Context: an optimization exercise on an open-source flow, tuned for small area, a short achievable clock period and few clock cycles per item. The choices shown serve that exercise and are no tape-out recipe. Only simulation tests tie the RTL to the original design; equivalence was not proved.

== north ==
// melendez_mult
module melendez_mult (rst, clk, multiplier, multiplicand, product, done);
For scale: roughly 1100 cells after synthesis, about 130 I/O pins, about 12000 µm² of cells after synthesis.
export LEC_CHECK = 0
export CAP_MARGIN = 20
export CORE_MARGIN = 2
export CORE_UTILIZATION = 40
export SETUP_SLACK_MARGIN = 1.5
export SLEW_MARGIN = 20
export SYNTH_HIERARCHICAL = 1
export SYNTH_MINIMUM_KEEP_SIZE = 0
create_clock -name core_clock -period 5.0 [get_ports {clk}]
standard.sh (not shown) runs the stock make flow with config.mk's settings and CLKGATE_MAP_FILE= SYNTH_SCRIPT=/design/flow/synth_recipe.tcl, a recipe that flattens the netlist after the stock synthesis.
==> flow/flow/run.sh <==
#!/bin/bash
set -euo pipefail
export BUFFER_PORTS_ARGS="-buffer_cell sky130_fd_sc_hd__buf_2"
bash standard.sh > standard_flow.log 2>&1
Testbench counts of north, summed over its fixed seeds: cycles 2,680, products 384.
Inputs modified between north and south:
- SETUP_SLACK_MARGIN changed from 1.5 to 1.25
==> notes.md <==
south did not stop at any stage, and its layout met the timing, design-rule and antenna checks. Diff north..south | worst setup slack after placement | negligible. south: placed wire-length estimate after detailed placement about 0.9% below north. For the buffer and inverter count on the worst path, south came in 2 higher than north did. On south: depth of the worst register-to-register path is 2 lower than what north gave. Compared with north, south shows critical path depth higher by 1.


== run 1 ==
Another version of the RTL of melendez_mult (not shown whole).
For scale: roughly 1,000 cells after synthesis, roughly 12,000 um^2 of cells after synthesis.
clock: 5.0 ns
lec_check: 0
cap_margin: 20
core_margin: 2
core_utilization: 40
cts_buf_list: sky130_fd_sc_hd__clkbuf_4 sky130_fd_sc_hd__clkbuf_8
setup_slack_margin: 0.9
slew_margin: 20
synth_hierarchical: 1
synth_minimum_keep_size: 0
==> flow/flow/run.sh <==
#!/bin/bash
set -euo pipefail
export BUFFER_PORTS_ARGS="-buffer_cell sky130_fd_sc_hd__buf_2"
bash standard.sh synth > flow_synth.log 2>&1
odb=orfs/results/sky130hd/melendez_mult/base/1_synth.odb
openroad -no_init -exit flow/downsize.tcl > flow_downsize.log 2>&1
bash standard.sh > flow_layout.log 2>&1
==> flow/flow/downsize.tcl <==
# Set every logic gate of the synthesized netlist to the smallest drive strength of
# its family (flip-flops, adders, buffers, inverters and tie cells are left alone).
set odb orfs/results/sky130hd/melendez_mult/base/1_synth.odb
read_db $odb
set db [ord::get_db]
set block [ord::get_db_block]
set n 0
set before 0.0
set after 0.0
foreach inst [$block getInsts] {
  set m [$inst getMaster]
  set name [$m getName]
  if {![regexp {^(sky130_fd_sc_hd__([a-z0-9]+))_([0-9]+)$} $name -> base fam drive]} { continue }
  if {[regexp {^(buf|inv|clkbuf|clkinv|clkinvlp|dfxtp|edfxtp|dfxbp|dfrtp|dfstp|fa|ha|conb|dlygate|clkdlybuf|dlymetal|bufbuf|lpflow|tap|fill|decap|mux2i|mux2)} $fam]} { continue }
  set best ""
  foreach d {1 0} {
    set cand [$db findMaster ${base}_$d]
    if {$cand != "NULL"} { set best $cand; break }
  }
  if {$best == "" || [$best getName] == $name} { continue }
  set before [expr {$before + [$m getWidth] * [$m getHeight] / 1e6}]
  set after [expr {$after + [$best getWidth] * [$best getHeight] / 1e6}]
  if {[$inst swapMaster $best]} { incr n }
}
puts "downsized $n instances: area $before -> $after um2"
write_db $odb
Testbench counts of run 1, summed over its fixed seeds: cycles 2,296, products 384.
For run 2, these inputs were changed with respect to run 1:
# run 1
export LEC_CHECK = 0
export CAP_MARGIN = 20
export CORE_MARGIN = 2
export CORE_UTILIZATION = 40
export CTS_BUF_LIST = sky130_fd_sc_hd__clkbuf_4 sky130_fd_sc_hd__clkbuf_8
export SETUP_SLACK_MARGIN = 0.9
export SLEW_MARGIN = 20
export SYNTH_HIERARCHICAL = 1
export SYNTH_MINIMUM_KEEP_SIZE = 0
create_clock -name core_clock -period 5.0 [get_ports {clk}]
# run 2
export LEC_CHECK = 0
export CAP_MARGIN = 20
export CORE_MARGIN = 2
export CORE_UTILIZATION = 40
export CTS_BUF_LIST = sky130_fd_sc_hd__clkbuf_4 sky130_fd_sc_hd__clkbuf_8
export SETUP_SLACK_MARGIN = 1.1
export SLEW_MARGIN = 20
export SYNTH_HIERARCHICAL = 1
export SYNTH_MINIMUM_KEEP_SIZE = 0
create_clock -name core_clock -period 5.0 [get_ports {clk}]
Lower final clock period utilization by the worst path was reported by run 2, not run 1. After detailed routing, run 1 needs less wire than run 2. Run 2 gives more final layout net count than run 1 did. Summary of the comparison: detailed-routed wire length on met2 is higher in run 2, relative to run 1. In the metrics for run 2 and run 1, the one carrying the higher number of non-clock buffers is run 2. On setup slack of the worst register-to-register path, run 2 does better than run 1. Between run 2 and run 1, sequential share of layout area is higher for run 1, run 2 comes in under that.
Relative to run 2, the following input files were edited for run 3:
# run 2
export LEC_CHECK = 0
export CAP_MARGIN = 20
export CORE_MARGIN = 2
export CORE_UTILIZATION = 40
export CTS_BUF_LIST = sky130_fd_sc_hd__clkbuf_4 sky130_fd_sc_hd__clkbuf_8
export SETUP_SLACK_MARGIN = 1.1
export SLEW_MARGIN = 20
export SYNTH_HIERARCHICAL = 1
export SYNTH_MINIMUM_KEEP_SIZE = 0
create_clock -name core_clock -period 5.0 [get_ports {clk}]
# run 3
export LEC_CHECK = 0
export CAP_MARGIN = 20
export CORE_MARGIN = 2
export CORE_UTILIZATION = 40
export SETUP_SLACK_MARGIN = 0.75
export SLEW_MARGIN = 20
export SYNTH_HIERARCHICAL = 1
export SYNTH_MINIMUM_KEEP_SIZE = 0
create_clock -name core_clock -period 5.0 [get_ports {clk}]
--- outcome ---
As far as count of multi-input combinational gates goes, run 2 and run 3 are indistinguishable; the numbers are identical.
Run 3 vs. run 2: non-clock buffer total of the final layout went down by 15.
Going from run 2 to run 3, design area shrank by a few percent.
Delta (run 3 minus run 2): time the final worst path needs with I/O delays and setup picked up an extra 200 ps; portion of the clock cycle consumed by the worst path in the final layout up 4.0 points; clock insertion delay at the later pin of the skew report has decreased.
## Diff of input files: run 4 against run 3
# run 3
export LEC_CHECK = 0
export CAP_MARGIN = 20
export CORE_MARGIN = 2
export CORE_UTILIZATION = 40
export SETUP_SLACK_MARGIN = 0.75
export SLEW_MARGIN = 20
export SYNTH_HIERARCHICAL = 1
export SYNTH_MINIMUM_KEEP_SIZE = 0
create_clock -name core_clock -period 5.0 [get_ports {clk}]
# run 4
export LEC_CHECK = 0
export CAP_MARGIN = 20
export CORE_MARGIN = 2
export CORE_UTILIZATION = 40
export SETUP_SLACK_MARGIN = 1.25
export SLEW_MARGIN = 20
export SYNTH_HIERARCHICAL = 1
export SYNTH_MINIMUM_KEEP_SIZE = 0
create_clock -name core_clock -period 5.0 [get_ports {clk}]
## What came out
Number of global-route vias before repair is higher on run 4
Cmp run 4 and run 3 / fmax / higher: run 4
Run 4 and run 3 ended up with nearly the same global-route usage.
Relative to run 4, the following input files were edited for run 5:
# run 4
export LEC_CHECK = 0
export CAP_MARGIN = 20
export CORE_MARGIN = 2
export CORE_UTILIZATION = 40
export SETUP_SLACK_MARGIN = 1.25
export SLEW_MARGIN = 20
export SYNTH_HIERARCHICAL = 1
export SYNTH_MINIMUM_KEEP_SIZE = 0
create_clock -name core_clock -period 5.0 [get_ports {clk}]
# run 5
export LEC_CHECK = 0
export CAP_MARGIN = 20
export CORE_MARGIN = 2
export CORE_UTILIZATION = 40
export SETUP_SLACK_MARGIN = 1.0
export SLEW_MARGIN = 20
export SYNTH_HIERARCHICAL = 1
export SYNTH_MINIMUM_KEEP_SIZE = 0
create_clock -name core_clock -period 5.0 [get_ports {clk}]
==> flow/flow/run.sh <==
#!/bin/bash
set -euo pipefail
export BUFFER_PORTS_ARGS="-buffer_cell sky130_fd_sc_hd__buf_2"
bash standard.sh > standard_flow.log 2>&1
removed: flow/flow/downsize.tcl
[summary]
Row biggest cell delay along the critical path: run 5 higher / run 4 lower
On final non-filler cell total, run 5 and run 4 are neck and neck.
Run 5 reports its end point of the critical path as product[62] while run 4 reports product[58].

## re-timing with driven ports
Ports are ideal in the flow. The routed layouts listed here were re-timed in OpenROAD. Step 1 assumes that a clkbuf_16 drives the clock port and a buf_2 every other input. Step 2 also shifts input and output timing later by t, the mid clock arrival at the registers, as if the neighbouring blocks saw the same clock. Three values: ideal, step 1, step 2; two values: the first two.
run | t (ns) | slack for setup (ns) | worst hold slack (ns) | latest minus earliest clock arrival (ns) | worst register clock-pin slew, ns
north | 0.475 | 1.282 / 1.234 / 1.045 | 0.565 / 0.565 / 0.565 | 0.016 / 0.016 | 0.07 / 0.07
south | 0.474 | 1.335 / 1.284 / 0.990 | 0.570 / 0.570 / 0.570 | 0.018 / 0.018 | 0.08 / 0.08
run 1 | 0.498 | 0.983 / 0.958 / 0.500 | 0.583 / 0.583 / 0.583 | 0.015 / 0.015 | 0.09 / 0.09
run 2 | 0.510 | 1.119 / 1.078 / 0.693 | 0.569 / 0.569 / 0.569 | 0.026 / 0.027 | 0.10 / 0.10
run 3 | 0.475 | 0.922 / 0.872 / 0.473 | 0.560 / 0.560 / 0.560 | 0.016 / 0.015 | 0.07 / 0.07
run 4 | 0.471 | 1.239 / 1.191 / 0.829 | 0.558 / 0.558 / 0.558 | 0.014 / 0.015 | 0.07 / 0.07
run 5 | 0.469 | 1.064 / 1.019 / 0.638 | 0.559 / 0.559 / 0.559 | 0.015 / 0.015 | 0.07 / 0.07
After both steps every run listed still meets setup and hold. The setup slack of run 1, which loses most, moves by -0.025 ns with the drivers and by -0.483 ns with both steps.
